This is an optimization exercise on Yosys and OpenROAD, whose aim is small area, a short achievable clock period and few clock cycles, not a production implementation.
In this exercise RTL edits were held to simulation tests only and were not proved equivalent to the original.
Power figures rest on the tool's default switching activity, not on a simulated workload.

## design/flow/flow/run.sh

```bash
#!/bin/bash
# Layout flow: the standard flow, except that after the standard synthesis
# the combinational logic is mapped again without the adder cells (half and
# full adders), which are slower and larger here than plain gates. Every
# flip-flop instance of the standard synthesis is kept as it is (blackboxed
# during the remap), so the registers keep their names and cell types.
set -euo pipefail
P=${FLOW_PLATFORM:-sky130hd}
R=orfs/results/$P/qr_decode/base
L=orfs/logs/$P/qr_decode/base
YOSYS=${YOSYS_EXE:-$(command -v yosys || echo "$FLOW_HOME/../tools/install/yosys/bin/yosys")}
LIB=$FLOW_HOME/platforms/$P/lib/sky130_fd_sc_hd__tt_025C_1v80.lib

# 1. standard synthesis
bash standard.sh synth > flow_1_synth.log 2>&1

# 2. remap the combinational logic with the same abc command the synthesis used
cp "$R/1_2_yosys.v" flow_std_netlist.v
ABCLINE=$(grep -m1 '^abc -script' "$L/1_2_yosys.log")
{
  echo "read_liberty -ignore_miss_func $LIB"
  echo "read_verilog flow_std_netlist.v"
  echo "hierarchy -top $FLOW_TOP"
  grep -oE 'sky130_fd_sc_hd__[a-z0-9_]+' flow_std_netlist.v | sort -u | grep -E '__(e?dfx|df|dl|sdf|conb)' | sed 's/^/blackbox /'
  echo "flatten"
  echo "opt_clean"
  echo "$ABCLINE"
  echo "rename -hide w:*.*"
  echo "opt_clean -purge"
  echo "hilomap -singleton -hicell sky130_fd_sc_hd__conb_1 HI -locell sky130_fd_sc_hd__conb_1 LO"
  echo "insbuf -buf sky130_fd_sc_hd__buf_4 A X"
  echo "tee -o flow_remap_stat.txt stat -liberty $LIB"
  echo "write_verilog -noattr -nohex -nodec flow_remapped.v"
} > flow_remap.ys
"$YOSYS" -s flow_remap.ys > flow_2_remap.log 2>&1
# the written netlist, read back against the cell library, must be clean
"$YOSYS" -p "read_liberty -lib $LIB; read_verilog flow_remapped.v; hierarchy -top $FLOW_TOP; check -assert" > flow_2_check.log 2>&1

# the flip-flops must be the standard synthesis's, one for one
grep -oE 'sky130_fd_sc_hd__e?dfx[a-z]*_[0-9]+ [^ ]+' flow_std_netlist.v | sort > flow_ff_std.txt
grep -oE 'sky130_fd_sc_hd__e?dfx[a-z]*_[0-9]+ [^ ]+' flow_remapped.v | sort > flow_ff_new.txt
cmp flow_ff_std.txt flow_ff_new.txt

# 3. the rest of the standard flow from the remapped netlist
cp flow_remapped.v "$R/1_2_yosys.v"
touch "$R/1_2_yosys.v"
bash standard.sh > flow_3_layout.log 2>&1
```

## design/flow/standard.sh

```bash
#!/bin/bash
# synth_recipe.tcl (not shown) runs the flow's synth.tcl, then flattens the netlist and writes it again
# the make line also repeats each setting of config.mk as NAME=value (left out here)
make -C /OpenROAD-flow-scripts/flow DESIGN_CONFIG=/design/flow/config.mk WORK_HOME=/design/flow/orfs CLKGATE_MAP_FILE= SYNTH_SCRIPT=/design/flow/synth_recipe.tcl "${@:-finish}"
```

## design/flow/config.mk

```make
export PLATFORM = sky130hd
export DESIGN_NAME = qr_decode
export DESIGN_NICKNAME = qr_decode
export VERILOG_FILES = /design/flow/design.v
export SDC_FILE = /design/flow/constraint.sdc
export NUM_CORES = 8
export LEC_CHECK = 0
export ABC_AREA = 1
export ABC_CLOCK_PERIOD_IN_PS = 3000
export CAP_MARGIN = 20
export CORE_MARGIN = 2
export CORE_UTILIZATION = 40
export PLACE_DENSITY = 0.7
export SETUP_SLACK_MARGIN = 5
export SLEW_MARGIN = 20
export TNS_END_PERCENT = 0
```

## design/flow/constraint.sdc

```tcl
create_clock -name core_clock -period 8.0 [get_ports {clk}]
set_input_delay 1.6000 -clock core_clock [delete_from_list [all_inputs] [get_ports {clk}]]
set_output_delay 1.6000 -clock core_clock [all_outputs]
set_load 0.01 [all_outputs]
```

## design/flow/design.v

```verilog
module qr_decode(
    input clk,
    input srstn,
    input qr_decode_start,
    input [15:0] sram_rdata,
    output reg [9:0] sram_raddr,
    output reg decode_valid,
    output [7:0] decode_jis8_code,
    output reg qr_decode_finish
);
localparam S_IDLE = 4'd0, S_SCANA = 4'd1, S_SCANB = 4'd2, S_RIGHT = 4'd3,
           S_BLK = 4'd4, S_RING0 = 4'd5, S_RING1 = 4'd6, S_DEC2 = 4'd7,
           S_PROBE = 4'd8, S_ROT = 4'd9, S_DATA = 4'd10, S_DATA0 = 4'd11;
localparam [9:0] ADDR0 = {5'd1, 5'd2};
reg [3:0] state, state_n;
reg [9:0] raddr_n;
reg [3:0] bsel, bsel_n;         
reg [3:0] bselL, bselL_n;       
reg oor, oor_n;                 
reg [15:0] SA;
reg [14:0] SB;
wire srch = (state <= 4'd5);
wire [3:0] hA = SA[15:12];       
wire [3:0] hR = SA[11:8];        
wire [3:0] hC = SA[7:4];         
wire [3:0] hC2 = SA[3:0];
reg [3:0] hA_n, hR_n, hC_n, hC2_n;
reg [2:0] cnt, cnt_n;
wire [7:0] colacc = SB[14:7];
wire [7:0] rowacc = {1'b0, SB[6:0]};
reg [7:0] colacc_n, rowacc_n;
reg [6:0] xa, xa_n, ya, ya_n, xb_n;
wire [6:0] xb = SA[6:0];          
reg sL, sL_n, sR, sR_n;
reg tl, tl_n;
reg [1:0] rot, rot_n;
reg [2:0] m, m_n;
reg [6:0] OX, OX_n, OY, OY_n;      
reg pv1, pv1_n, two1, two1_n, mR1, mR1_n, mL1, mL1_n;
reg [1:0] ft1, ft1_n, tg1, tg1_n;
reg pv, pv_n, two, two_n, mR, mR_n, mL, mL_n;
reg [1:0] ft, ft_n, tg, tg_n;      
wire [4:0] nc = SA[15:11];
wire [4:0] nr = SA[10:6];
wire nh = SA[5];
wire [1:0] late = SA[4:3];
reg [4:0] nc_n, nr_n;
reg nh_n;
reg [1:0] late_n;
wire [8:0] acc = SB[14:6];
wire [2:0] nacc = SA[2:0];
wire [4:0] rem = SB[5:1];
wire gotn = SB[0];
reg [8:0] acc_n;
reg [2:0] nacc_n;
reg [4:0] rem_n;
reg gotn_n, capn, capn_n;
reg valid_n, fin_n;
function [15:0] dec16;
    input [3:0] v;
    dec16 = 16'd1 << v;
endfunction
wire nz = |sram_rdata;
wire pbit = |(sram_rdata & dec16(bsel)) & ~oor;
wire lbit = |(sram_rdata & dec16(bselL));
wire [3:0] wcol = sram_rdata[3:0] | sram_rdata[7:4] | sram_rdata[11:8] | sram_rdata[15:12];
wire [3:0] wrow = {|sram_rdata[15:12], |sram_rdata[11:8], |sram_rdata[7:4], |sram_rdata[3:0]};
reg rt, rt_n;
assign decode_jis8_code = acc[7:0];
wire [8:0] accb = rt ? {8'd0, acc[8]} : acc;
function [2:0] ffs8;   
    input [7:0] v;
    casez (v)
        8'b???????1: ffs8 = 3'd0;
        8'b??????10: ffs8 = 3'd1;
        8'b?????100: ffs8 = 3'd2;
        8'b????1000: ffs8 = 3'd3;
        8'b???10000: ffs8 = 3'd4;
        8'b??100000: ffs8 = 3'd5;
        8'b?1000000: ffs8 = 3'd6;
        default:     ffs8 = 3'd7;
    endcase
endfunction
function [2:0] fls8;   
    input [7:0] v;
    casez (v)
        8'b1???????: fls8 = 3'd7;
        8'b01??????: fls8 = 3'd6;
        8'b001?????: fls8 = 3'd5;
        8'b0001????: fls8 = 3'd4;
        8'b00001???: fls8 = 3'd3;
        8'b000001??: fls8 = 3'd2;
        8'b0000001?: fls8 = 3'd1;
        default:     fls8 = 3'd0;
    endcase
endfunction
function [1:0] mod3;
    input [4:0] v;
    case (v)
        5'd0, 5'd3, 5'd6, 5'd9, 5'd12, 5'd15, 5'd18, 5'd21, 5'd24, 5'd27, 5'd30: mod3 = 2'd0;
        5'd1, 5'd4, 5'd7, 5'd10, 5'd13, 5'd16, 5'd19, 5'd22, 5'd25, 5'd28, 5'd31: mod3 = 2'd1;
        default: mod3 = 2'd2;
    endcase
endfunction
function div3odd;      
    input [4:0] v;
    case (v)
        5'd3, 5'd4, 5'd5, 5'd9, 5'd10, 5'd11, 5'd15, 5'd16, 5'd17,
        5'd21, 5'd22, 5'd23, 5'd27, 5'd28, 5'd29: div3odd = 1'b1;
        default: div3odd = 1'b0;
    endcase
endfunction
function mbit;
    input [2:0] mk;
    input [4:0] r, c;
    reg [1:0] r3, c3;
    reg z3, o3, s3, rc2;
    begin
        r3 = mod3(r);
        c3 = mod3(c);
        z3 = (r3 == 2'd0) || (c3 == 2'd0);
        o3 = (r3 == c3) && !z3;
        s3 = (r3 == 2'd0 && c3 == 2'd0) || (r3[0] && c3[1]) || (r3[1] && c3[0]);
        rc2 = r[0] & c[0];
        case (mk)
            3'd0: mbit = ~(r[0] ^ c[0]);
            3'd1: mbit = ~r[0];
            3'd2: mbit = (c3 == 2'd0);
            3'd3: mbit = s3;
            3'd4: mbit = ~(r[1] ^ div3odd(c));
            3'd5: mbit = ~rc2 & z3;
            3'd6: mbit = ~(rc2 ^ o3);
            default: mbit = ~((r[0] ^ c[0]) ^ o3);
        endcase
    end
endfunction
wire [2:0] fcol = ffs8(colacc);
wire [2:0] lcol = fls8(colacc);
wire [2:0] frow = ffs8(rowacc);
wire [4:0] hRm1 = {hR, 1'b0} - 5'd1;
wire [4:0] hCm1 = {hC, 1'b0} - 5'd1;
wire [6:0] xL_c = {hCm1, 2'b00} + {4'd0, fcol};
wire [6:0] yB_c = {hRm1, 2'b00} + {4'd0, frow};
wire [6:0] xR_c = {hC2, 3'b000} + {4'd0, lcol};
wire [6:0] xR1 = xR_c - 7'd1;
wire [6:0] yB1 = yB_c + 7'd1;
wire [2:0] yLo = {ya[2] ^ hRm1[0], ya[1:0]};
wire [6:0] y0_c = (yLo < frow) ? ya : yB_c;
wire [4:0] c1 = {hA, 1'b0};
wire [4:0] wlo = (c1 <= 5'd14) ? 5'd2 : c1 - 5'd12;
wire [4:0] whi = (c1 >= 5'd18) ? 5'd30 : c1 + 5'd12;
wire [4:0] arow = sram_raddr[9:5];
wire [4:0] acol = sram_raddr[4:0];
wire [4:0] cst = (acol == 5'd30) ? 5'd2 : acol - 5'd18;
wire [9:0] sa_miss = (acol >= 5'd21) ? {arow + 5'd1, cst} : {arow, acol + 5'd10};
wire [4:0] sbrow = (arow <= 5'd7) ? 5'd2 : arow - 5'd5 + {4'd0, ~arow[0]};
wire [9:0] sa_hit = {sbrow, (acol <= 5'd14) ? 5'd2 : acol - 5'd12};
wire [9:0] sb_miss = (acol == whi) ? {arow + 5'd2, wlo} : {arow, acol + 5'd2};
wire [9:0] sb_hit = (acol == 5'd30) ? {arow - 5'd1, 5'd29}
                                    : {arow, (acol >= 5'd18) ? 5'd30 : acol + 5'd12};
wire rdone = (acol[4:1] == hC + 4'd1);
wire [9:0] blk0 = {hRm1, hCm1};
wire [9:0] rt_miss = {arow, acol - 5'd2};
reg [4:0] ncR, nrr;
always @(*) begin
    ncR = nc;
    nrr = nr;
    if (~nc[1]) begin           
        if (nr == 5'd9 && (nc == 5'd24 || nc == 5'd20)) begin
            ncR = nc - 5'd2; nrr = 5'd9;
        end else if (nr == 5'd0) begin
            ncR = nc - 5'd2; nrr = 5'd0;
        end else if (nc == 5'd20 && nr == 5'd21)
            nrr = 5'd15;
        else if (nr == 5'd7)
            nrr = 5'd5;
        else
            nrr = nr - 5'd1;
    end else begin              
        if (nr == 5'd24) begin
            ncR = nc - 5'd2; nrr = 5'd24;
        end else if (nc == 5'd18 && nr == 5'd15)
            nrr = 5'd21;
        else if (nc == 5'd14 && nr == 5'd5)
            nrr = 5'd7;
        else
            nrr = nr + 5'd1;
    end
end
wire lonext = (nc == 5'd16) && (nr >= 5'd17) && (nr <= 5'd21);
wire [1:0] svv = sL ? 2'd2 : 2'd1;    
wire fmt = (nc <= 5'd4);
wire nstr = nc[1] ? strB : strA;
wire [4:0] mc = nh ? nc - 5'd1 : nc;
wire [4:0] ax = rot[0] ? nr : mc;
wire [4:0] ay = rot[0] ? mc : nr;
wire negx = rot[0] ^ rot[1];
wire negy = rot[1];
wire [5:0] vx = sL ? {ax, 1'b0} : {1'b0, ax};
wire [5:0] vy = sL ? {ay, 1'b0} : {1'b0, ay};
wire [6:0] mOX = negx ? ~{1'b0, vx} : {1'b0, vx};
wire [6:0] mOY = negy ? ~{1'b0, vy} : {1'b0, vy};
wire [6:0] pbase = rot[0] ? ya : xa;
wire oc = sL & (pbase[1:0] == (rot[1] ? 2'd3 : 2'd1));
wire [6:0] k24 = sL ? 7'd48 : 7'd24;
wire [6:0] Ox = xa + (negx ? k24 : 7'd0) + {6'd0, oc & ~rot[0]};
wire [6:0] Oy = ya + (negy ? k24 : 7'd0) + {6'd0, oc & rot[0]};
wire [1:0] qlow = rot[0] ? ya[1:0] : xa[1:0];
wire [1:0] qlowB = sL ? qlow : qlow + 2'd2;
wire strA = rot[1] ? ({1'b0, qlow} + {1'b0, svv}) > 3'd3 : qlow < svv;
wire strB = rot[1] ? ({1'b0, qlowB} + {1'b0, svv}) > 3'd3 : qlowB < svv;
reg [1:0] cR3, cL3;
reg cRd, cLd;
always @(*) begin
    case (nc[4:1])
        4'd12: begin cR3 = 2'd0; cRd = 1'b0; cL3 = 2'd2; cLd = 1'b1; end    
        4'd11: begin cR3 = 2'd1; cRd = 1'b1; cL3 = 2'd0; cLd = 1'b1; end    
        4'd10: begin cR3 = 2'd2; cRd = 1'b0; cL3 = 2'd1; cLd = 1'b0; end    
        4'd9:  begin cR3 = 2'd0; cRd = 1'b0; cL3 = 2'd2; cLd = 1'b1; end    
        4'd8:  begin cR3 = 2'd1; cRd = 1'b1; cL3 = 2'd0; cLd = 1'b1; end    
        4'd7:  begin cR3 = 2'd2; cRd = 1'b0; cL3 = 2'd1; cLd = 1'b0; end    
        default: begin cR3 = 2'd0; cRd = 1'b0; cL3 = 2'd2; cLd = 1'b1; end  
    endcase
end
wire [1:0] r3 = mod3(nr);
wire zR = (r3 == 2'd0) || (cR3 == 2'd0);
wire zL = (r3 == 2'd0) || (cL3 == 2'd0);
wire oR = (r3 == cR3) && !zR;
wire oL = (r3 == cL3) && !zL;
wire sR3 = (r3 == 2'd0 && cR3 == 2'd0) || (r3[0] && cR3[1]) || (r3[1] && cR3[0]);
wire sL3 = (r3 == 2'd0 && cL3 == 2'd0) || (r3[0] && cL3[1]) || (r3[1] && cL3[0]);
reg mRc, mLc;
always @(*) begin
    case (m)     
        3'd0: begin mRc = ~nr[0];             mLc = nr[0]; end
        3'd1: begin mRc = ~nr[0];             mLc = ~nr[0]; end
        3'd2: begin mRc = (cR3 == 2'd0);      mLc = (cL3 == 2'd0); end
        3'd3: begin mRc = sR3;                mLc = sL3; end
        3'd4: begin mRc = ~(nr[1] ^ cRd);     mLc = ~(nr[1] ^ cLd); end
        3'd5: begin mRc = zR;                 mLc = ~nr[0] & zL; end
        3'd6: begin mRc = ~oR;                mLc = ~(nr[0] ^ oL); end
        default: begin mRc = ~(nr[0] ^ oR);   mLc = nr[0] ^ oL; end
    endcase
end
wire cinx = (state >= S_DATA) & negx;
wire ciny = (state >= S_DATA) & negy;
wire bsx = (state == S_DEC2 && !tl) || (state == S_PROBE && tl);
wire [8:0] px = {2'b00, bsx ? xb : xa} + {{2{OX[6]}}, OX} + {8'd0, cinx};
wire spaneq = (px[7:0] == {1'b0, xb});
wire [8:0] py = {2'b00, ya} + {{2{OY[6]}}, OY} + {8'd0, ciny};
reg [1:0] lx, ly;
always @(*) begin
    lx = px[1:0];
    ly = py[1:0];
    case (rot)
        2'd0: lx = px[1:0] - svv;
        2'd2: lx = px[1:0] + svv;
        2'd1: ly = py[1:0] - svv;
        default: ly = py[1:0] + svv;
    endcase
end
reg mRl, mLl;
always @(*) begin
    case (tg)
        2'd1: begin mRl = mbit(m, 5'd22, 5'd24); mLl = mbit(m, 5'd22, 5'd23); end
        2'd2: begin mRl = mbit(m, 5'd21, 5'd24); mLl = mbit(m, 5'd21, 5'd23); end
        2'd3: begin mRl = mbit(m, 5'd22, 5'd23); mLl = 1'b0; end
        default: begin mRl = mR; mLl = mL; end
    endcase
end
reg b1, b2;
reg [3:0] tot;
reg [8:0] accs;
reg stage2, issue;
always @(*) begin
    state_n = state;
    raddr_n = {py[6:2], px[6:2]};
    bsel_n = {py[1:0], px[1:0]};
    bselL_n = {ly, lx};
    oor_n = (px[8:7] != 2'b00) || (py[8:7] != 2'b00);
    hA_n = hA; hR_n = hR; hC_n = hC; hC2_n = hC2;
    cnt_n = cnt;
    colacc_n = ((cnt == 3'd0 || cnt == 3'd4) ? 8'd0 : colacc) | (cnt[0] ? {wcol, 4'd0} : {4'd0, wcol});
    rowacc_n = ((cnt == 3'd0 || cnt == 3'd4) ? 8'd0 : rowacc) | (cnt[1] ? {wrow, 4'd0} : {4'd0, wrow});
    xa_n = xa; ya_n = ya; xb_n = xb;
    sL_n = sL; sR_n = sR; tl_n = tl;
    rot_n = rot; m_n = m;
    OX_n = mOX; OY_n = mOY;
    pv1_n = 1'b0;
    two1_n = (nc != 5'd2) && !nh && !nstr;
    ft1_n = !fmt ? 2'd0 : (nc == 5'd2) ? 2'd3 : nh ? 2'd2 : 2'd1;
    mR1_n = nh ? mLc : mRc;
    mL1_n = mLc;
    tg1_n = (late == 2'd0) ? 2'd0 : nh ? 2'd3 : (nr == 5'd22) ? 2'd1 : 2'd2;
    pv_n = 1'b0; two_n = two1; ft_n = ft1; mR_n = mR1; mL_n = mL1; tg_n = tg1;
    late_n = (late != 2'd0) ? late - 2'd1 : 2'd0;
    nc_n = ncR; nr_n = nrr; nh_n = lonext;
    if (fmt) begin
        nr_n = nr; nh_n = 1'b0;
        if (nc == 5'd2)
            nc_n = 5'd4;
        else if (!nh && nstr)
            nh_n = 1'b1;
        else begin
            nc_n = 5'd24; nr_n = 5'd22;
            late_n = 2'd2;
        end
    end else if (!nh && nstr) begin
        nc_n = nc; nr_n = nr; nh_n = 1'b1;
    end
    acc_n = acc; rt_n = rt; nacc_n = nacc; rem_n = rem; gotn_n = gotn; capn_n = 1'b0;
    valid_n = 1'b0; fin_n = 1'b0;
    b1 = 1'b0; b2 = 1'b0; tot = 4'd0; accs = acc;
    stage2 = 1'b0; issue = 1'b0;
    case (state)
    S_IDLE, S_SCANA: begin
        if (state == S_SCANA || qr_decode_start) begin
            hA_n = acol[4:1];
            state_n = S_SCANA;
            raddr_n = sa_miss;
        end
    end
    S_SCANB: begin
        hR_n = arow[4:1];
        hC_n = acol[4:1];
        hC2_n = 4'd15;
        cnt_n = 3'd0;
        raddr_n = sb_miss;
    end
    S_RIGHT: begin
        hC2_n = nz ? acol[4:1] : hC;
        cnt_n = 3'd0;
        if (rdone)
            state_n = S_BLK;
        raddr_n = rdone ? blk0 : rt_miss;
    end
    S_BLK: begin
        cnt_n = cnt + 3'd1;
        if (cnt == 3'd4) begin
            xa_n = xL_c;
            ya_n = yB_c;
        end
        case (cnt)
            3'd0: raddr_n = {hRm1, hC, 1'b0};
            3'd1: raddr_n = {hR, 1'b0, hCm1};
            3'd2: raddr_n = {hR, 1'b0, hC, 1'b0};
            3'd3: raddr_n = {hRm1, hC2, 1'b0};
            3'd4: raddr_n = {hRm1, hC2, 1'b1};
            3'd5: raddr_n = {hR, 1'b0, hC2, 1'b0};
            3'd6: begin
                raddr_n = {hR, 1'b0, hC2, 1'b1};
                OX_n = 7'd1;
                OY_n = 7'd1;
            end
            default: begin
                stage2 = 1'b1;
                state_n = S_RING0;
            end
        endcase
    end
    S_RING0: begin
        sL_n = pbit;
        xb_n = xR_c;
        ya_n = y0_c;
        OX_n = pbit ? 7'd49 : 7'd24;
        raddr_n = {yB1[6:2], xR1[6:2]};
        bsel_n = {yB1[1:0], xR1[1:0]};
        oor_n = 1'b0;
        state_n = S_RING1;
    end
    S_RING1: begin
        state_n = S_DEC2;
        sR_n = pbit;
        if (pbit == sL && spaneq) begin
            cnt_n = 3'd0;
            tl_n = 1'b1;
            OX_n = sL ? 7'd10 : 7'd5;      
            OY_n = sL ? 7'd40 : 7'd20;
        end else if (sL & ~pbit) begin
            tl_n = 1'b1;
            cnt_n = 3'd4;
            OX_n = 7'd49;
            OY_n = 7'd49;
        end else begin
            tl_n = 1'b0;
            cnt_n = 3'd4;
            sL_n = pbit;
            sR_n = sL;
            OX_n = pbit ? 7'h4F : 7'h68;       
            OY_n = pbit ? 7'd49 : 7'd24;
        end
    end
    S_DEC2: begin
        stage2 = 1'b1;
        if (cnt[2]) begin
            state_n = S_PROBE;
            OX_n = 7'h68;                       
            if (!tl) begin
                xa_n = px[6:0];
                xb_n = xa;
            end
        end else begin
            state_n = S_ROT;
            OX_n = sL ? 7'd38 : 7'd19;     
            OY_n = sL ? 7'd40 : 7'd20;
        end
    end
    S_PROBE: begin
        if (pbit)
            rot_n = tl ? 2'd3 : 2'd2;
        else begin
            rot_n = tl ? 2'd2 : 2'd3;
            xa_n = tl ? px[6:0] : xb;
            sL_n = sR;
        end
        state_n = S_DATA0;
    end
    S_ROT: begin
        cnt_n = cnt + 3'd1;
        stage2 = 1'b1;
        OX_n = sL ? 7'd10 : 7'd5;          
        OY_n = sL ? 7'd8 : 7'd4;
        rot_n = (cnt == 3'd0) ? 2'd1 : (cnt == 3'd1) ? 2'd0 : {1'b1, ~pbit};
        state_n = (cnt == 3'd2) ? S_DATA0 : S_ROT;   
    end
    S_DATA0: begin
        stage2 = 1'b1;
        issue = 1'b1;
        xa_n = Ox;
        ya_n = Oy;
        state_n = S_DATA;
    end
    S_DATA: begin
        stage2 = 1'b1;
        issue = 1'b1;
        if (pv) begin
            b1 = pbit;
            b2 = lbit;
            if (ft == 2'd1) begin
                m_n[0] = ~b1;
                if (two) m_n[1] = b2;
            end else if (ft == 2'd2) begin
                m_n[1] = b1;
            end else if (ft == 2'd3) begin
                m_n[2] = ~b1;
            end else begin
                b1 = b1 ^ mRl;
                b2 = b2 ^ mLl;
                accs = two ? {accb[6:0], b1, b2} : {accb[7:0], b1};
                acc_n = accs;
                rt_n = 1'b0;
                tot = {1'b0, nacc} + (two ? 4'd2 : 4'd1);
                nacc_n = tot[2:0];
                if (tot[3]) begin
                    nacc_n = {2'b00, tot[0]};
                    if (tot[0]) begin
                        acc_n = {accs[0], accs[8:1]};
                        rt_n = 1'b1;
                    end
                    if (!gotn) begin
                        gotn_n = 1'b1;
                        capn_n = 1'b1;
                    end else begin
                        valid_n = 1'b1;
                        rem_n = rem - 5'd1;
                        if (rem == 5'd1) fin_n = 1'b1;
                    end
                end
            end
        end
        if (capn) rem_n = decode_jis8_code[4:0];
        if (fin_n) state_n = S_IDLE;
    end
    default: begin
        state_n = S_IDLE;
        raddr_n = ADDR0;
    end
    endcase
    if (state == S_PROBE || state == S_ROT) begin
        nc_n = 5'd2; nr_n = 5'd8; nh_n = 1'b0; late_n = 2'd0;
        nacc_n = 3'd0; gotn_n = 1'b0; rt_n = 1'b0;
    end
    if (issue)
        pv1_n = 1'b1;
    if (stage2)
        pv_n = pv1;
    if (fin_n || (state == S_IDLE && !qr_decode_start))
        raddr_n = ADDR0;
end
wire scanning = (state == S_SCANA) || (state == S_IDLE && qr_decode_start) ||
                (state == S_SCANB) || (state == S_RIGHT);
wire scanhit = nz & scanning;
wire [9:0] raddr_hit = (state == S_SCANB) ? sb_hit : (state == S_RIGHT) ? blk0 : sa_hit;
wire [3:0] state_hit = (state == S_SCANB) ? ((acol == 5'd30) ? S_BLK : S_RIGHT) :
                       (state == S_RIGHT) ? S_BLK : S_SCANB;
wire rothit = pbit & (state == S_ROT);
always @(posedge clk) begin
    if (~srstn) begin
        state <= S_IDLE;
        sram_raddr <= ADDR0;
    end else begin
        state <= scanhit ? state_hit : rothit ? S_DATA0 : state_n;
        sram_raddr <= scanhit ? raddr_hit : raddr_n;
    end
end
always @(posedge clk) begin
    if (~srstn) begin
        decode_valid <= 1'b0;
        qr_decode_finish <= 1'b0;
    end else begin
        decode_valid <= valid_n;
        qr_decode_finish <= fin_n;
    end
end
always @(posedge clk) begin
    bsel <= bsel_n; bselL <= bselL_n; oor <= oor_n;
    cnt <= cnt_n;
    SA <= (state < S_RING0) ? {hA_n, hR_n, hC_n, hC2_n} :
          (state <= S_DEC2) ? {9'd0, xb_n} : {nc_n, nr_n, nh_n, late_n, nacc_n};
    SB <= srch ? {colacc_n, rowacc_n[6:0]} : {acc_n, rem_n, gotn_n};
    xa <= xa_n; ya <= ya_n;
    sL <= sL_n; sR <= sR_n; tl <= tl_n;
    rot <= rot_n; m <= m_n;
    OX <= OX_n; OY <= OY_n;
    pv1 <= pv1_n; two1 <= two1_n; ft1 <= ft1_n; mR1 <= mR1_n; mL1 <= mL1_n; tg1 <= tg1_n;
    pv <= pv_n; two <= two_n; ft <= ft_n; mR <= mR_n; mL <= mL_n; tg <= tg_n;
    capn <= capn_n; rt <= rt_n;
end
endmodule
```

==> results.yml, run 1 <==
outcome:
  status: "complete, no violations"
power:
  peakVddDrop_v: 0.000143
  leakage_nw: 5.43
  power_density_mw_per_mm2: 389
sta:
  hold_viol_final: 0
  worst_pin_slew_ns: 0.876
  min_period_over_period_pct: 40.4
  rsz0062_at_grt: "yes"
  relSlewSlack_pct: 41.1
  fin_tns_setup_ns: 0
  fin_crit_ns: 3.23
  finClkSkew_ns: 0.0151
  finalSetupViolCount: 0
  drv_slew: 0
  max_freq_ghz: 0.310
final_layout:
  num_antenna_cells: 0
  instances_no_fill: 2096
  nFillCells: 2732
  layout_commonest_cell: "nand2_1"
  layout-drive-gt1-share_pct: 10.7
  syn_to_final_growth_pct: 16.5
  nNetsFinal: 1767
  layout_common_cells: "nand2_1 (358), inv_1 (233), nor2_1 (212), o21ai_0 (150), nand3_1 (122)"
clock_tree:
  cts-root-buf: "clkbuf_16"
  cts_buffers: 17
  cts_tree: "yes"
  hold_buffers: 0
  clkTransAtPathRegs_ns: 0.06
  max-clock-path-buffers: 2
  clock_latency_ns: 0.43
  clkSinkCount: 113
  ctsHtreeMaxLevel: 4
drt:
  route.vias.total: 12606
  via_per_inst: 6.01
  drt-pass1-iter-count: 6
  routedWlPerCell_um: 20.2
  wl_mm: 42.3
  route.detailed.drc: 0
  antenna_left: 0
  drtIter0Drc: 2024
grt:
  track_usage_pct: 30.9
  grt_antenna_before_repair: 0
  overflow: 0
  grt_max_degree: 23
  first_global_vias: 11276
  grt_pass1_wl_mm: 64.2
placed_design:
  place_inst: 2027
  gp_congestion: 1.02
  portBuffers: 38
  hpwlAfterDp_mm: 32.6
die:
  die_x_um: 165
  core_area_sq_mm: 0.0258
  die_y_um: 165
  dieArea_sq_mm: 0.0274
  rows: 59
  initial_utilization_pct: 40.3
  ios: 39
critical_path:
  crit_buf_inv: 1
  critPathKind: "reg -> out"
  path_delay_family: "buffers and inverters"
  critical_path.slowest_cell: "clkdlybuf4s50_1"
  cp.required_ns: 6.40
  worstSetupStartpointType: "flip-flop"
  cp_cell_sequence: "clkdlybuf4s50_1"
  worstPathMaxFanout: 9
  crit_arrival_ns: 1.63
  end_kind: "primary output"
  slowest_delay_ns: 0.62
yosys:
  synth_area_per_cell_sq_um: 6.12
  synth_cells: 1703
  syn_area_sq_mm: 0.0104
  ys_warn_count: 1
  synth_nets: 1722
flow_run:
  cap_violations: 0
min_path:
  holdCritPathClass: "reg -> reg"
registers in the layout, summed over array words and instances (netlist names), 2 cells and up:
signal	cells
SA	16
SB	15
sram_raddr	10
OX	7
OY	7
xa	7
ya	7
bselL	4
bsel	4
state	4
cnt	3
m	3
ft1	2
ft	2
rot	2
tg1	2
tg	2
final timing paths:
check,from,to,slack (ns),cells after the start
max reg2reg,state[3]$_SDFFE_PN0P_,OX[2]$_DFF_P_,4.94,17
min,mL1$_DFF_P_,mL$_DFF_P_,0.32,0
max,sram_raddr[6]$_SDFFE_PN0P_,sram_raddr[6],4.77,1
min reg2reg,mL1$_DFF_P_,mL$_DFF_P_,0.32,0
per-stage QoR:
step	utilization (%)	hold slack, ns	power (W)	worst slack [ns]	area, sq um
after global placement	42.7	0.312	0.00368	3.39	11000
after detailed placement	42.7	0.313	0.00368	3.34	11000
after floorplan	-	0.310	0.00290	4.84	10500
after CTS	46.1	0.327	0.00456	4.79	11900
after global routing	47.0	0.328	0.00504	4.70	12100
final	47.0	0.325	0.00473	4.77	12100
per-layer routing:
layer / share of wire [%] / global-route usage (%) / vias to the layer above / wire length (um)
met3: 10 / 5.77 / 196 / 4280
met4: 8.2 / 22.5 / 0 / 3460
met1: 40 / 40.5 / 5710 / 17000
li1: - / - / 5849 / -
met2: 41 / 45.4 / 851 / 17600
met5: 0 / 0 / - / 0
power by group:
part | switching [W] | internal, W
logic | 0.00189 | 0.000911
registers | 0.000308 | 0.000882
clock network | 0.000293 | 0.000446
total | 0.00249 | 0.00224
final cells by class:
class | instances | area (sq um) | area share (%)
clock buffers | 24 | 513 | 4.22
clock inverters | 8 | 51.3 | 0.422
inverters | 259 | 992 | 8.17
multi-input cells | 1277 | 6630 | 54.6
flip-flops and latches | 113 | 2830 | 23.3
well taps | 335 | 419 | 3.45
repair buffers | 80 | 713 | 5.87
what timing repair did:
item / in CTS / in global routing
setup buffers: 24 / 13
endpoints found under the setup margin: 108 / 107
gates resized for setup: 50 / 35
pin swaps: 11 / 10
Testbench counts, summed over its fixed seeds: cycles 38,111.
==> inputs of run 2 (changes only) <==
--- a/design/flow/flow/run.sh
+++ b/design/flow/flow/run.sh
@@ -46,2 +46,2 @@
 touch "$R/1_2_yosys.v"
-bash standard.sh > flow_3_layout.log 2>&1
+bash standard.sh 'BUFFER_PORTS_ARGS=-buffer_cell sky130_fd_sc_hd__buf_8' finish > flow_3_layout.log 2>&1
==> run 2 against run 1 <==
Compared with the run above:
- still clean
- worst hold slack got worse by 0.0024 ns
- die area did not move
- wire length fell by 1.8%
==> results.yml, run 2 <==
outcome:
  status: "complete, no violations"
grt:
  grt_antenna_before_repair: 0
  grt_pass1_wl_mm: 62.2
  track_usage_pct: 30.2
  first_global_vias: 10847
  overflow: 0
  grt_max_degree: 23
clock_tree:
  hold_buffers: 0
  ctsHtreeMaxLevel: 4
  cts-root-buf: "clkbuf_16"
  clkSinkCount: 113
  clkTransAtPathRegs_ns: 0.06
  cts_buffers: 17
  max-clock-path-buffers: 2
  cts_tree: "yes"
  clock_latency_ns: 0.44
die:
  initial_utilization_pct: 40.3
  dieArea_sq_mm: 0.0274
  ios: 39
  die_x_um: 165
  die_y_um: 165
  rows: 59
  core_area_sq_mm: 0.0258
final_layout:
  syn_to_final_growth_pct: 14.5
  layout_commonest_cell: "nand2_1"
  nNetsFinal: 1738
  top_regs: "SA: 16 flops, SB: 15 flops, sram_raddr: 10 flops"
  instances_no_fill: 2067
  largest_reg_flops: 16
  largest-register: "SA"
  layout-drive-gt1-share_pct: 9.30
  layout_common_cells: "nand2_1 (366), inv_1 (240), nor2_1 (219), o21ai_0 (153), nand3_1 (125)"
  num_antenna_cells: 0
  nFillCells: 2746
  design_area_sq_mm: 0.0119
critical_path:
  worstPathMaxFanout: 12
  worstSetupStartpointType: "flip-flop"
  critPathKind: "reg -> reg"
  end_kind: "flip-flop"
  r2r_end: "sram_raddr[4]$_SDFF_PN0_"
  r2r_cells: 14
  regToRegSetupSlack_ns: 4.72
  crit_arrival_ns: 3.64
  r2r-start: "state[2]$_SDFFE_PN0P_"
  cp.required_ns: 8.36
drt:
  route.vias.total: 12227
  drtIter0Drc: 1765
  antenna_left: 0
  routedWlPerCell_um: 20.1
  wl_mm: 41.6
  via_per_inst: 5.92
  drt-pass1-iter-count: 6
  route.detailed.drc: 0
sta:
  finalSetupViolCount: 0
  max_freq_ghz: 0.305
  finClkSkew_ns: 0.0164
  fin_tns_setup_ns: 0
  relSlewSlack_pct: 32.4
  min_period_over_period_pct: 40.9
  rsz0062_at_grt: "yes"
  drv_slew: 0
  fin_crit_ns: 3.28
  hold_viol_final: 0
  worst_pin_slew_ns: 1.01
min_path:
  hold_depth: 0
  holdCritPathClass: "reg -> reg"
  min_to: "ft[0]$_DFF_P_"
  worstHoldStart: "ft1[0]$_SDFF_PP0_"
placed_design:
  dpl_cell_area_sq_mm: 0.0112
  portBuffers: 38
  gp_congestion: 1.02
  hpwlAfterDp_mm: 33.0
  place_inst: 2029
power:
  peakVddDrop_v: 0.000145
  power_density_mw_per_mm2: 388
  leakage_nw: 5.34
yosys:
  synth_nets: 1722
  syn_area_sq_mm: 0.0104
  ys_warn_count: 1
  synth_area_per_cell_sq_um: 6.12
  synth_cells: 1703
flow_run:
  cap_violations: 0
run 2: per-stage QoR:
step	total power [W]	hold slack (ns)	utilization [%]	setup slack (ns)
6_report	0.00463	0.322	46.2	4.72
2_1_floorplan	0.00290	0.310	-	4.84
3_3_place_gp	0.00373	0.311	43.5	3.74
4_1_cts	0.00454	0.326	46.1	4.86
5_1_grt	0.00493	0.331	46.2	4.67
3_5_place_dp	0.00373	0.312	43.5	3.74
run 2: final cells by class:
class | count | area (sq um) | area share, %
clock buffer | 17 | 425 | 3.56
sequential | 113 | 2820 | 23.7
multi-input combinational | 1277 | 6460 | 54.1
clock inverter | 15 | 158 | 1.32
tap | 335 | 419 | 3.51
inverter | 259 | 981 | 8.22
timing repair buffer | 51 | 668 | 5.60
run 2: routing by layer:
layer  global-route usage [%]  vias to the layer above  wire [um]
li1                         -                     5804          -
met1                     39.2                     5521      17100
met2                     46.5                      766      17900
met3                     5.57                      136       3910
met4                     18.7                        0       2670
met5                        0                        -          0
run 2: timing repair:
action,CTS,global route
resized for setup,15,2
pin swaps,1,0
setup buffers,3,3
setup endpoints to repair,75,93
run 2: worst max-delay path by stage:
| stage | depth (start not counted) | slack (ns) | endpoint | startpoint |
|---|---|---|---|---|
| after floorplan | 8 | 4.84 | xa[0]$_DFFE_PP_ | sram_rdata[14] |
| after global placement | 10 | 3.74 | sram_raddr[3]$_SDFF_PN0_ | sram_rdata[3] |
| after detailed placement | 10 | 3.74 | sram_raddr[0]$_SDFFE_PN0P_ | sram_rdata[3] |
| after CTS | 9 | 4.86 | SB[3]$_DFFE_PP_ | state[0]$_SDFFE_PN0P_ |
| after global routing | 19 | 4.67 | cnt[2]$_DFFE_PP_ | state[3]$_SDFFE_PN0P_ |
| final | 14 | 4.72 | sram_raddr[4]$_SDFF_PN0_ | state[2]$_SDFFE_PN0P_ |
run 2: critical path: stages, from the launching register on:
cell and delay (ns):
dfxtp_1 0.49, inv_2 0.08, nor2_4 0.18, inv_1 0.14, nor2_1 0.14, inv_1 0.11, nor2_1 0.77, nor3_1 0.25
nand2_1 0.18, nor2_2 0.11, inv_1 0.24, nand3_1 0.16, o311ai_0 0.15, a21oi_1 0.11, nor2_1 0.09
run 2: power by group:
| group | internal, W | total [W] | switching [W] |
|---|---|---|---|
| Clock | 0.000461 | 0.000777 | 0.000316 |
| Combinational | 0.000838 | 0.00264 | 0.00181 |
| Sequential | 0.000880 | 0.00121 | 0.000325 |
==> inputs of run 3 (changes only) <==
--- a/design/flow/flow/run.sh
+++ b/design/flow/flow/run.sh
@@ -46,2 +46,2 @@
 touch "$R/1_2_yosys.v"
-bash standard.sh 'BUFFER_PORTS_ARGS=-buffer_cell sky130_fd_sc_hd__buf_8' finish > flow_3_layout.log 2>&1
+bash standard.sh 'BUFFER_PORTS_ARGS=-buffer_cell sky130_fd_sc_hd__buf_4' finish > flow_3_layout.log 2>&1
==> run 3 against run 2 <==
Compared with the run above:
- still clean on timing, DRC and antenna
- utilization rose by 0.37 points
- clock skew fell by 0.0050 ns
- maximum frequency rose by 5.7%
- non-clock buffer count is 36 higher
- cell area grew 0.80%
- highest routed layer unchanged
==> results.yml, run 3 <==
outcome:
  status: "complete, no violations"
grt:
  grt_antenna_before_repair: 0
  overflow: 0
  track_usage_pct: 31.1
  grt_max_degree: 23
  grt_pass1_wl_mm: 64.2
  first_global_vias: 11173
critical_path:
  crit_buf_inv: 4
  critical_path.slowest_cell: "nor3_1"
  cp_cell_sequence: "buf_4 > nor2_4 > inv_1 > nor2_1 > inv_1 > nor2_2 > nor3_1 > nand2_1 > nor2_1 > inv_1 > nand3_1 > o311ai_0 > a21oi_1 > nor2_1"
  slowest_delay_ns: 0.48
  cp.required_ns: 8.31
  path_delay_family: "simple AND/OR/NAND/NOR gates"
  critPathKind: "reg -> reg"
  worstSetupStartpointType: "flip-flop"
  crit_arrival_ns: 3.41
  worstPathMaxFanout: 12
  end_kind: "flip-flop"
die:
  core_area_sq_mm: 0.0258
  die_y_um: 165
  initial_utilization_pct: 40.3
  dieArea_sq_mm: 0.0274
  rows: 59
  die_x_um: 165
  ios: 39
drt:
  route.vias.total: 12661
  drt-pass1-iter-count: 8
  drtIter0Drc: 1863
  route.detailed.drc: 0
  antenna_left: 0
  routedWlPerCell_um: 20.4
  via_per_inst: 6.02
  wl_mm: 43.0
clock_tree:
  hold_buffers: 0
  cts_tree: "yes"
  clock_latency_ns: 0.44
  ctsHtreeMaxLevel: 4
  max-clock-path-buffers: 2
  clkTransAtPathRegs_ns: 0.06
  cts-root-buf: "clkbuf_16"
  clkSinkCount: 113
  cts_buffers: 17
final_layout:
  layout_commonest_cell: "nand2_1"
  largest-register: "SA"
  layout-drive-gt1-share_pct: 12.0
  largest_reg_flops: 16
  num_antenna_cells: 0
  nNetsFinal: 1775
  layout_common_cells: "nand2_1 (363), inv_1 (235), nor2_1 (216), o21ai_0 (152), nand3_1 (124)"
  top_regs: "SA: 16 flops, SB: 15 flops, sram_raddr: 10 flops"
  syn_to_final_growth_pct: 15.4
sta:
  min_period_over_period_pct: 38.8
  relSlewSlack_pct: 48.7
  setup_ws_ns: 4.90
  max_freq_ghz: 0.323
  worst_pin_slew_ns: 0.766
  finClkSkew_ns: 0.0113
  hold_viol_final: 0
  finalSetupViolCount: 0
  rsz0062_at_grt: "yes"
  fin_crit_ns: 3.10
  fin_tns_setup_ns: 0
  drv_slew: 0
power:
  seqPwrFrac_pct: 25.2
  leakage_nw: 5.42
  p_comb_share_pct: 59.0
  power_density_mw_per_mm2: 389
  internal-power_w: 0.00221
  peakVddDrop_v: 0.000178
  switching_share_pct: 52.9
  switchingPower_w: 0.00248
  power.share.clock_pct: 15.8
placed_design:
  preCtsSetupSlack_ns: 3.66
  portBuffers: 38
  gp_congestion: 1.07
  hpwlAfterDp_mm: 33.1
yosys:
  synth_nets: 1722
  ys_warn_count: 1
  syn_area_sq_mm: 0.0104
  synth_area_per_cell_sq_um: 6.12
  synth_cells: 1703
flow_run:
  cap_violations: 0
min_path:
  holdCritPathClass: "reg -> reg"
run 3: changes by cell type in the layout (fill, tap and decap cells not counted), sizes merged:
cell | before | now
clkbuf | 17 | 20
inv | 257 | 250
nand3 | 131 | 132
clkinvlp | 5 | 8
clkinv | 10 | 11
buf | 51 | 87
run 3: layout make-up:
class	instances	area [sq um]
clock buffer	20	437
clock inverter	12	118
fill	2746	13800
inverter	259	992
multi-input combinational	1278	6570
sequential	113	2830
tap	335	419
timing repair buffer	87	666
run 3: what timing repair did:
item | CTS | global route
endpoints found under the setup margin | 79 | 79
gates resized for setup | 16 | 33
hold endpoints to repair | 0 | 0
buffers inserted | 14 | 30
pin swaps | 2 | 6
gates cloned | 0 | 1
run 3: final timing paths:
check                                                 to  cells past startpoint  slack (ns)                   from
worst min register to register                mL$_DFF_P_                      0        0.33            mL1$_DFF_P_
worst min-delay path                          mL$_DFF_P_                      0        0.33            mL1$_DFF_P_
worst max register to register  sram_raddr[4]$_SDFF_PN0_                     14        4.90  state[3]$_SDFFE_PN0P_
worst max-delay path            sram_raddr[4]$_SDFF_PN0_                     14        4.90  state[3]$_SDFFE_PN0P_
run 3: power groups by stage:
stage | Clock (W) | Sequential, W | Combinational (W)
2_1_floorplan | 0 | 0.00101 | 0.00189
4_1_cts | 0.000743 | 0.00119 | 0.00258
3_5_place_dp | 0 | 0.00121 | 0.00246
5_1_grt | 0.000770 | 0.00121 | 0.00301
3_3_place_gp | 0 | 0.00122 | 0.00245
6_report | 0.000741 | 0.00118 | 0.00276
run 3: per-layer routing:
| metal | share of wire (%) | vias to the layer above | track usage, % |
|---|---|---|---|
| li1 | - | 5886 | - |
| met1 | 40 | 5783 | 40.4 |
| met2 | 43 | 849 | 47.7 |
| met3 | 11 | 143 | 6.57 |
| met4 | 6.4 | 0 | 18.1 |
| met5 | 0 | - | 0 |
run 3: per-stage QoR:
step | power (W) | cells | util [%] | hold slack (ns) | cell area, sq um
2_1_floorplan | 0.00290 | 1703 | - | 0.310 | 10500
6_report | 0.00468 | 2104 | 46.6 | 0.325 | 12000
4_1_cts | 0.00451 | 2073 | 45.2 | 0.328 | 11700
3_5_place_dp | 0.00367 | 2027 | 42.3 | 0.315 | 10900
3_3_place_gp | 0.00366 | 2027 | 42.3 | 0.311 | 10900
5_1_grt | 0.00499 | 2104 | 46.6 | 0.327 | 12000
==> inputs of run 4 (changes only) <==
--- a/design/flow/config.mk
+++ b/design/flow/config.mk
@@ -12,3 +12,2 @@
 export CORE_UTILIZATION = 40
-export PLACE_DENSITY = 0.7
 export SETUP_SLACK_MARGIN = 5
==> run 4 against run 3 <==
Compared with the run above:
- still clean
- cell count decreased by 0.43%
- via count shrank 1.9%
- utilization shrank 0.29 points
- setup slack worse by 0.024 ns
- critical path type is now in -> reg
- highest routed layer unchanged
==> results.yml, run 4 <==
power:
  internal-power_w: 0.00220
  peakVddDrop_v: 0.000146
  p_total_w: 0.00470
  power.share.clock_pct: 16.3
  switchingPower_w: 0.00250
  p_comb_share_pct: 58.4
  seqPwrFrac_pct: 25.3
  leakage_nw: 5.40
  power_density_mw_per_mm2: 393
  switching_share_pct: 53.2
critical_path:
  end_kind: "flip-flop"
  worstPathMaxFanout: 9
  r2r-start: "SA[1]$_DFFE_PP_"
  r2r_end: "sram_raddr[9]$_SDFFE_PN0P_"
  regToRegSetupSlack_ns: 4.96
  cp.required_ns: 8.36
  r2r_cells: 15
  critPathKind: "in -> reg"
  crit_arrival_ns: 3.48
  worstSetupStartpointType: "primary input"
final_layout:
  top_regs: "SA: 16 flops, SB: 15 flops, sram_raddr: 10 flops"
  largest-register: "SA"
  layout_common_cells: "nand2_1 (364), inv_1 (234), nor2_1 (216), o21ai_0 (152), nand3_1 (124)"
  nNetsFinal: 1766
  nFillCells: 2787
  instances_no_fill: 2095
  layout_commonest_cell: "nand2_1"
  layout-drive-gt1-share_pct: 11.7
  largest_reg_flops: 16
  syn_to_final_growth_pct: 14.7
  num_antenna_cells: 0
drt:
  drt-pass1-iter-count: 6
  via_per_inst: 5.93
  routedWlPerCell_um: 20.8
  wl_mm: 43.6
  antenna_left: 0
  drtIter0Drc: 1410
  route.vias.total: 12416
  route.detailed.drc: 0
yosys:
  synth_cells: 1703
  synth_nets: 1722
  ys_warn_count: 1
  syn_area_sq_mm: 0.0104
  synth_area_per_cell_sq_um: 6.12
sta:
  finalSetupViolCount: 0
  max_freq_ghz: 0.320
  hold_ws_ns: 0.325
  hold_viol_final: 0
  fin_crit_ns: 3.12
  worst_pin_slew_ns: 0.836
  setup_ws_ns: 4.88
  relSlewSlack_pct: 44.0
  drv_slew: 0
  fin_tns_setup_ns: 0
  finClkSkew_ns: 0.0110
  min_period_over_period_pct: 39.1
  rsz0062_at_grt: "yes"
min_path:
  min_to: "ft[0]$_DFF_P_"
  hold_depth: 0
  worstHoldStart: "ft1[0]$_SDFF_PP0_"
  holdCritPathClass: "reg -> reg"
placed_design:
  portBuffers: 38
  hpwlAfterDp_mm: 34.2
  preCtsSetupSlack_ns: 3.65
  gp_congestion: 1.06
  place_inst: 2028
clock_tree:
  cts_tree: "yes"
  cts-root-buf: "clkbuf_16"
  ctsHtreeMaxLevel: 4
  clkSinkCount: 113
  clock_latency_ns: 0.43
  cts_buffers: 17
  max-clock-path-buffers: 2
  clkTransAtPathRegs_ns: 0.06
  hold_buffers: 0
die:
  initial_utilization_pct: 40.3
  core_area_sq_mm: 0.0258
  ios: 39
  dieArea_sq_mm: 0.0274
  die_x_um: 165
  rows: 59
  die_y_um: 165
grt:
  grt_antenna_before_repair: 0
  grt_max_degree: 23
  first_global_vias: 11133
  overflow: 0
  track_usage_pct: 32.0
  grt_pass1_wl_mm: 65.7
outcome:
  status: "complete, no violations"
flow_run:
  cap_violations: 0
## run 4: cell type report
cell class,instances,area [sq um],share of cell area (%)
multi-input cells,1278,6540,54.7
flip-flops and latches,113,2830,23.7
inverters,259,998,8.35
repair buffers,78,586,4.90
clock buffers,20,479,4.01
well taps,335,419,3.51
clock inverters,12,100,0.837
## run 4: repair_timing
action	CTS	global route
pin swaps	1	7
gates cloned	0	1
resized for setup	16	29
setup endpoints to repair	87	72
buffers inserted	8	26
hold endpoints to repair	0	0
## run 4: layer usage
layer / track usage [%] / vias to the layer above / routed length (um)
met5: 0 / - / 0
met4: 15.8 / 0 / 2310
met3: 6.24 / 115 / 3850
met2: 49.4 / 718 / 19000
met1: 42.5 / 5712 / 18500
li1: - / 5871 / -
## run 4: critical path, stage by stage
cell     delay, ns
buf_4         0.13
nor4_4        0.34
inv_1         0.10
nor2_1        0.18
nand2_4       0.17
nand2_4       0.14
inv_1         0.13
nor2_2        0.38
a21oi_1       0.14
a21oi_1       0.15
## run 4: metrics by stage
stage	utilization, %	instance area [sq um]
after floorplan	-	10500
after detailed placement	42.4	10900
after global routing	46.3	12000
after global placement	42.4	10900
final	46.3	12000
after CTS	45.1	11600
## run 4: power by group through the flow
stage	Combinational, W	Sequential (W)	Clock, W
6_report	0.00275	0.00119	0.000766
5_1_grt	0.00301	0.00121	0.000788
4_1_cts	0.00258	0.00119	0.000766
2_1_floorplan	0.00189	0.00101	0
3_5_place_dp	0.00250	0.00121	0
3_3_place_gp	0.00250	0.00121	0
## run 4: worst max path at each step
| stage | from | endpoint | slack [ns] | cells past startpoint |
|---|---|---|---|---|
| detailed placement | sram_rdata[3] | sram_raddr[0]$_SDFFE_PN0P_ | 3.65 | 10 |
| CTS | sram_rdata[3] | sram_raddr[9]$_SDFFE_PN0P_ | 4.80 | 11 |
| global placement | sram_rdata[3] | sram_raddr[3]$_SDFF_PN0_ | 3.72 | 10 |
| floorplan | sram_rdata[14] | xa[0]$_DFFE_PP_ | 4.84 | 8 |
| global route | sram_rdata[14] | sL$_DFFE_PP_ | 4.80 | 12 |
| finish | sram_rdata[3] | sram_raddr[0]$_SDFFE_PN0P_ | 4.88 | 10 |
==> inputs of run 5 (changes only) <==
--- a/design/flow/flow/run.sh
+++ b/design/flow/flow/run.sh
@@ -18,3 +18,3 @@
 cp "$R/1_2_yosys.v" flow_std_netlist.v
-ABCLINE=$(grep -m1 '^abc -script' "$L/1_2_yosys.log")
+ABCLINE=$(grep -m1 '^abc -script' "$L/1_2_yosys.log" | sed "s#-script [^ ]*#-script $PWD/flow/abc_remap.script#")
 {
==> design/flow/flow/abc_remap.script (new file) <==
strash
ifraig
dc2
dch -f
map -a
topo
stime -c
buffer -c
upsize -c
dnsize -c
==> run 5 against run 4 <==
Compared with the run above:
- first-iteration DRC count grew 20%
- sequential cell count unchanged
- worst hold slack got worse by 0.0046 ns
- wire length down 1.1%
- critical path type is now reg -> reg
==> results.yml, run 5 <==
critical_path:
  cp_cell_sequence: "buf_4 > nor2_4 > inv_2 > nor2_4 > nand2_2 > o21ai_4 > buf_6 > nand2_4 > o21ai_4 > xor2_2 > nand3_2 > o21a_4 > o21ai_4 > nand2_2 > nand2_2 > nand3_4 > a21oi_1 > nor4_4 > nand3_2 > inv_2 > nand2_2 > nand3_2 > a211oi_2"
  crit_arrival_ns: 3.68
  crit_buf_inv: 4
  worstSetupStartpointType: "flip-flop"
  critPathKind: "reg -> reg"
  end_kind: "flip-flop"
  slowest_delay_ns: 0.36
  worstPathMaxFanout: 4
  path_delay_family: "simple AND/OR/NAND/NOR gates"
  critical_path.slowest_cell: "dfxtp_4"
  cpMostUsedCell: "nand2_2"
  cp.required_ns: 8.12
sta:
  hold_viol_final: 0
  worst_pin_slew_ns: 1.08
  finClkSkew_ns: 0.0175
  max_freq_ghz: 0.281
  min_period_over_period_pct: 44.4
  hold_ws_ns: 0.321
  fin_crit_ns: 3.56
  finalSetupViolCount: 0
  drv_slew: 0
  relSlewSlack_pct: 27.8
  rsz0062_at_grt: "yes"
  fin_tns_setup_ns: 0
die:
  ios: 39
  dieArea_sq_mm: 0.0257
  initial_utilization_pct: 40.5
  core_area_sq_mm: 0.0242
  rows: 57
  die_y_um: 160
  die_x_um: 160
grt:
  grt_antenna_before_repair: 0
  first_global_vias: 10778
  grt_pass1_wl_mm: 63.8
  grt_max_degree: 23
  overflow: 0
  track_usage_pct: 32.5
drt:
  antenna_left: 0
  via_per_inst: 6.11
  wl_mm: 43.1
  drt-pass1-iter-count: 6
  route.detailed.drc: 0
  routedWlPerCell_um: 22.3
  drtIter0Drc: 1687
  route.vias.total: 11816
yosys:
  syn_area_sq_mm: 0.00978
  synth_nets: 1549
  synth_cells: 1530
  ys_warn_count: 1
  synth_area_per_cell_sq_um: 6.40
power:
  power_density_mw_per_mm2: 415
  power.share.clock_pct: 17.1
  p_comb_share_pct: 58.0
  internal-power_w: 0.00230
  switching_share_pct: 52.6
  leakage_nw: 4.92
  seqPwrFrac_pct: 25.0
  peakVddDrop_v: 0.000184
  switchingPower_w: 0.00254
clock_tree:
  clock_latency_ns: 0.44
  hold_buffers: 0
  max-clock-path-buffers: 2
  cts_tree: "yes"
  cts-root-buf: "clkbuf_16"
  clkTransAtPathRegs_ns: 0.06
  cts_buffers: 17
  ctsHtreeMaxLevel: 4
  clkSinkCount: 113
final_layout:
  utilization_pct: 48.2
  syn_to_final_growth_pct: 19.2
  largest_reg_flops: 16
  nNetsFinal: 1615
  layout-drive-gt1-share_pct: 13.9
  nFillCells: 2487
  instances_no_fill: 1933
  layout_commonest_cell: "nor2_1"
  largest-register: "SA"
  layout_common_cells: "nor2_1 (257), nand2_1 (212), inv_1 (203), o21ai_0 (149), a21oi_1 (120)"
  top_regs: "SA: 16 flops, SB: 15 flops, sram_raddr: 10 flops"
  num_antenna_cells: 0
outcome:
  status: "complete, no violations"
placed_design:
  gp_congestion: 1.03
  place_inst: 1848
  hpwlAfterDp_mm: 32.5
  portBuffers: 38
min_path:
  holdCritPathClass: "reg -> reg"
flow_run:
  cap_violations: 0
-- run 5: changes by cell type in the layout (fill, tap and decap cells not counted), sizes merged, moves of 8 or more --
| cell | delta |
|---|---|
| o211ai | -20 |
| a21oi | +27 |
| nor2 | +41 |
| nand4 | -8 |
| nand2 | -167 |
| buf | +20 |
| xor2 | +15 |
| inv | -23 |
| nand3 | -72 |
| a22oi | +8 |
-- run 5: per-stage QoR --
| stage | power, W | worst slack (ns) | instance area [sq um] |
|---|---|---|---|
| floorplan | 0.00284 | 4.75 | 9880 |
| global placement | 0.00368 | 3.71 | 10400 |
| detailed placement | 0.00367 | 3.71 | 10400 |
| CTS | 0.00463 | 4.56 | 11500 |
| global route | 0.00511 | 4.36 | 11700 |
| finish | 0.00484 | 4.44 | 11700 |
-- run 5: layout make-up --
cell class / instances / area (sq um) / share of cell area, %
inverters: 229 / 892 / 7.65
clock inverters: 14 / 165 / 1.42
flip-flops and latches: 113 / 2840 / 24.3
repair buffers: 98 / 743 / 6.37
clock buffers: 18 / 450 / 3.86
well taps: 324 / 405 / 3.48
multi-input cells: 1137 / 6170 / 52.9
-- run 5: power by group through the flow --
stage / Combinational (W) / Sequential [W] / Clock [W]
2_1_floorplan: 0.00182 / 0.00102 / 0
3_3_place_gp: 0.00245 / 0.00123 / 0
3_5_place_dp: 0.00244 / 0.00123 / 0
4_1_cts: 0.00260 / 0.00121 / 0.000822
5_1_grt: 0.00302 / 0.00123 / 0.000853
6_report: 0.00281 / 0.00121 / 0.000826
-- run 5: path summary, 6_finish.rpt --
path                         start            end  slack, ns  cells after the start
min reg2reg      ft1[0]$_SDFF_PP0_  ft[0]$_DFF_P_       0.32                      0
min              ft1[0]$_SDFF_PP0_  ft[0]$_DFF_P_       0.32                      0
max          state[0]$_SDFFE_PN0P_   sL$_DFFE_PP_       4.44                     23
max reg2reg  state[0]$_SDFFE_PN0P_   sL$_DFFE_PP_       4.44                     23
-- run 5: repair_timing --
action / CTS / global route
setup endpoints to repair: 95 / 102
gates resized for setup: 44 / 30
endpoints found under the hold margin: 0 / 0
gates cloned: 0 / 0
buffers inserted: 41 / 12
pin swaps: 19 / 22
-- run 5: metal layers --
| layer | track usage, % | vias to the layer above | wire, um |
|---|---|---|---|
| li1 | - | 5375 | - |
| met1 | 43.1 | 5476 | 17500 |
| met2 | 49.5 | 807 | 18400 |
| met3 | 7.77 | 158 | 4780 |
| met4 | 16.5 | 0 | 2480 |
| met5 | 0 | - | 0 |
==> inputs of run 6 (changes only) <==
==> design/flow/flow/abc_remap.script (replaced) <==
strash
ifraig
dc2
dch -f
map -B 0.9
strash
dch -f
map -B 0.9
topo
stime -c
buffer -c
upsize -c
dnsize -c
==> run 6 against run 5 <==
Compared with the run above:
- sequential cell count did not move
- maximum frequency increased by 16%
- synthesized cell count up 5.1%
- cell area grew 1.3%
- via count rose by 0.41%
- first-iteration DRC count is 11% lower
- largest power group unchanged
==> results.yml, run 6 <==
clock_tree:
  ctsHtreeMaxLevel: 4
  hold_buffers: 0
  clkSinkCount: 113
  cts_buffers: 17
  clock_latency_ns: 0.43
  max-clock-path-buffers: 2
  cts-root-buf: "clkbuf_16"
  cts_tree: "yes"
  clkTransAtPathRegs_ns: 0.06
power:
  switching_share_pct: 52.3
  internal-power_w: 0.00227
  power_density_mw_per_mm2: 402
  power.share.clock_pct: 16.2
  leakage_nw: 5.19
  switchingPower_w: 0.00249
  p_comb_share_pct: 58.4
  seqPwrFrac_pct: 25.3
  peakVddDrop_v: 0.000175
grt:
  track_usage_pct: 31.8
  overflow: 0
  first_global_vias: 10843
  grt_antenna_before_repair: 0
  grt_pass1_wl_mm: 63.7
  grt_max_degree: 21
final_layout:
  layout-drive-gt1-share_pct: 13.2
  layout_common_cells: "nand2_1 (328), inv_1 (242), nor2_1 (207), o21ai_0 (167), buf_4 (99)"
  largest-register: "SA"
  nFillCells: 2588
  num_antenna_cells: 0
  syn_to_final_growth_pct: 18.0
  nNetsFinal: 1703
  layout_commonest_cell: "nand2_1"
  multi_input_area_sq_mm: 0.00618
  top_regs: "SA: 16 flops, SB: 15 flops, sram_raddr: 10 flops"
  design_area_sq_mm: 0.0118
  regArea_sq_mm: 0.00283
  largest_reg_flops: 16
sta:
  relSlewSlack_pct: 36.5
  rsz0062_at_grt: "yes"
  drv_slew: 0
  finClkSkew_ns: 0.0145
  finalSetupViolCount: 0
  min_period_over_period_pct: 38.2
  hold_viol_final: 0
  max_freq_ghz: 0.327
  worst_pin_slew_ns: 0.944
  fin_tns_setup_ns: 0
  fin_crit_ns: 3.05
critical_path:
  worstPathMaxFanout: 8
  worstSetupStartpointType: "primary input"
  path_delay_family: "simple AND/OR/NAND/NOR gates"
  slowest_delay_ns: 0.23
  cp.required_ns: 8.14
  critical_path.slowest_cell: "or2_4"
  crit_buf_inv: 3
  critPathKind: "in -> reg"
  crit_arrival_ns: 3.19
  cp_cell_sequence: "buf_4 > inv_1 > nor3_2 > a311oi_2 > nand3_1 > nand3_4 > inv_8 > nor2_4 > or2_4 > nand3_2 > nand2_2 > a21oi_2"
  end_kind: "flip-flop"
yosys:
  synth_cells: 1608
  synth_nets: 1627
  syn_area_sq_mm: 0.0100
  synth_area_per_cell_sq_um: 6.22
  ys_warn_count: 1
drt:
  met2_length_mm: 18.8
  wl_mm: 42.3
  route.detailed.drc: 0
  routedWlPerCell_um: 21.0
  via_per_inst: 5.87
  drt-pass1-iter-count: 6
  route.met3.wl_mm: 3.77
  met1_length_mm: 17.5
  antenna_left: 0
  drtIter0Drc: 1505
  routed.top_layer: "met4"
  route.vias.total: 11865
die:
  rows: 57
  dieArea_sq_mm: 0.0263
  initial_utilization_pct: 40.9
  core_area_sq_mm: 0.0245
  die_y_um: 162
  die_x_um: 162
  ios: 39
placed_design:
  hpwlAfterDp_mm: 33.0
  gp_congestion: 1.04
  dpl_cell_area_sq_mm: 0.0106
  portBuffers: 38
min_path:
  holdCritPathClass: "reg -> reg"
flow_run:
  cap_violations: 0
outcome:
  status: "complete, no violations"
## run 6: cell count changes in the layout (fill, tap and decap cells not counted), moves of 10 or more
cell,previous run,this run
inv_1,203,242
clkinvlp_4,2,13
nand3_1,55,86
o221ai_1,11,21
a21oi_1,120,93
nand4_1,29,12
nor3_1,35,25
nand2_1,212,328
nor2_1,257,207
o21ai_0,149,167
## run 6: worst paths after layout
path	startpoint	end	slack, ns	cells past startpoint
setup / recovery	sram_rdata[12]	sL$_DFFE_PP_	4.95	12
hold / removal	mL1$_DFF_P_	mL$_DFF_P_	0.33	0
setup reg to reg	SA[0]$_DFFE_PP_	sram_raddr[6]$_SDFFE_PN0P_	4.96	10
hold reg to reg	mL1$_DFF_P_	mL$_DFF_P_	0.33	0
## run 6: cell type report
type                            count  share of cell area (%)
Inverter                          264                    8.74
Multi-Input combinational cell   1187                    52.4
Sequential cell                   113                    24.0
Tap cell                          324                    3.43
Timing Repair Buffer              101                    6.56
Clock inverter                     11                   0.858
Clock buffer                       21                    4.08
## run 6: routing by layer
layer  vias up  track usage, %
li1       5592               -
met3       126            5.82
met2       646            50.9
met1      5501            41.0
met4         0            16.7
met5         -               0
## run 6: what timing repair did
action / CTS / global route
hold endpoints to repair: 0 / 0
pin swaps: 0 / 15
setup endpoints to repair: 48 / 74
resized for setup: 3 / 49
setup buffers: 2 / 55
## run 6: stage by stage
| step | util [%] | setup slack (ns) | hold WS [ns] | power, W | instances |
|---|---|---|---|---|---|
| floorplan | - | 4.92 | 0.310 | 0.00286 | 1608 |
| global placement | 43.4 | 4.36 | 0.310 | 0.00369 | 1932 |
| detailed placement | 43.4 | 4.24 | 0.312 | 0.00368 | 1932 |
| CTS | 45.9 | 4.70 | 0.330 | 0.00447 | 1966 |
| global route | 48.3 | 4.84 | 0.336 | 0.00506 | 2021 |
| finish | 48.3 | 4.95 | 0.327 | 0.00475 | 2021 |
## run 6: power by group through the flow
stage | clock network [W] | registers, W | logic, W
after detailed placement | 0 | 0.00125 | 0.00243
after floorplan | 0 | 0.00104 | 0.00183
after CTS | 0.000776 | 0.00124 | 0.00245
after global routing | 0.000800 | 0.00123 | 0.00303
after global placement | 0 | 0.00126 | 0.00244
final | 0.000772 | 0.00120 | 0.00278

what the ideal ports hide:
The flow's constraints put no driver on any port. The routed layouts listed below were extracted and timed again, unchanged, in two steps. Step 1, drivers: a clkbuf_16 drives clk and a buf_2 each remaining input, both assumed. Step 2 moves the port delays by t, midway between the first and last clock arrival at a register: inputs arrive t later, outputs are due t later. That takes back most of the time a late clock gives input paths. Slacks: no drivers / after step 1 / after step 2; pairs: no drivers / after step 1.
run	shift t [ns]	slack for setup (ns)	hold slack, ns	worst register clock-pin slew, ns	worst data-port slew with drivers (ns)
run 1	0.475	4.772 / 4.725 / 4.336	0.325 / 0.325 / 0.325	0.07 / 0.07	0.04
run 2	0.477	4.724 / 4.724 / 4.347	0.322 / 0.322 / 0.322	0.07 / 0.07	0.06
run 3	0.484	4.900 / 4.900 / 4.511	0.325 / 0.325 / 0.325	0.06 / 0.06	0.04
run 4	0.476	4.875 / 4.904 / 4.427	0.325 / 0.325 / 0.325	0.06 / 0.06	0.05
run 5	0.477	4.444 / 4.444 / 4.109	0.321 / 0.321 / 0.321	0.07 / 0.07	0.04
run 6	0.476	4.946 / 4.960 / 4.486	0.327 / 0.327 / 0.327	0.07 / 0.07	0.04
After both steps setup and hold are still met in every run listed. The setup slack of run 6, which loses most, moves by +0.014 ns with the drivers and by -0.460 ns with both steps.
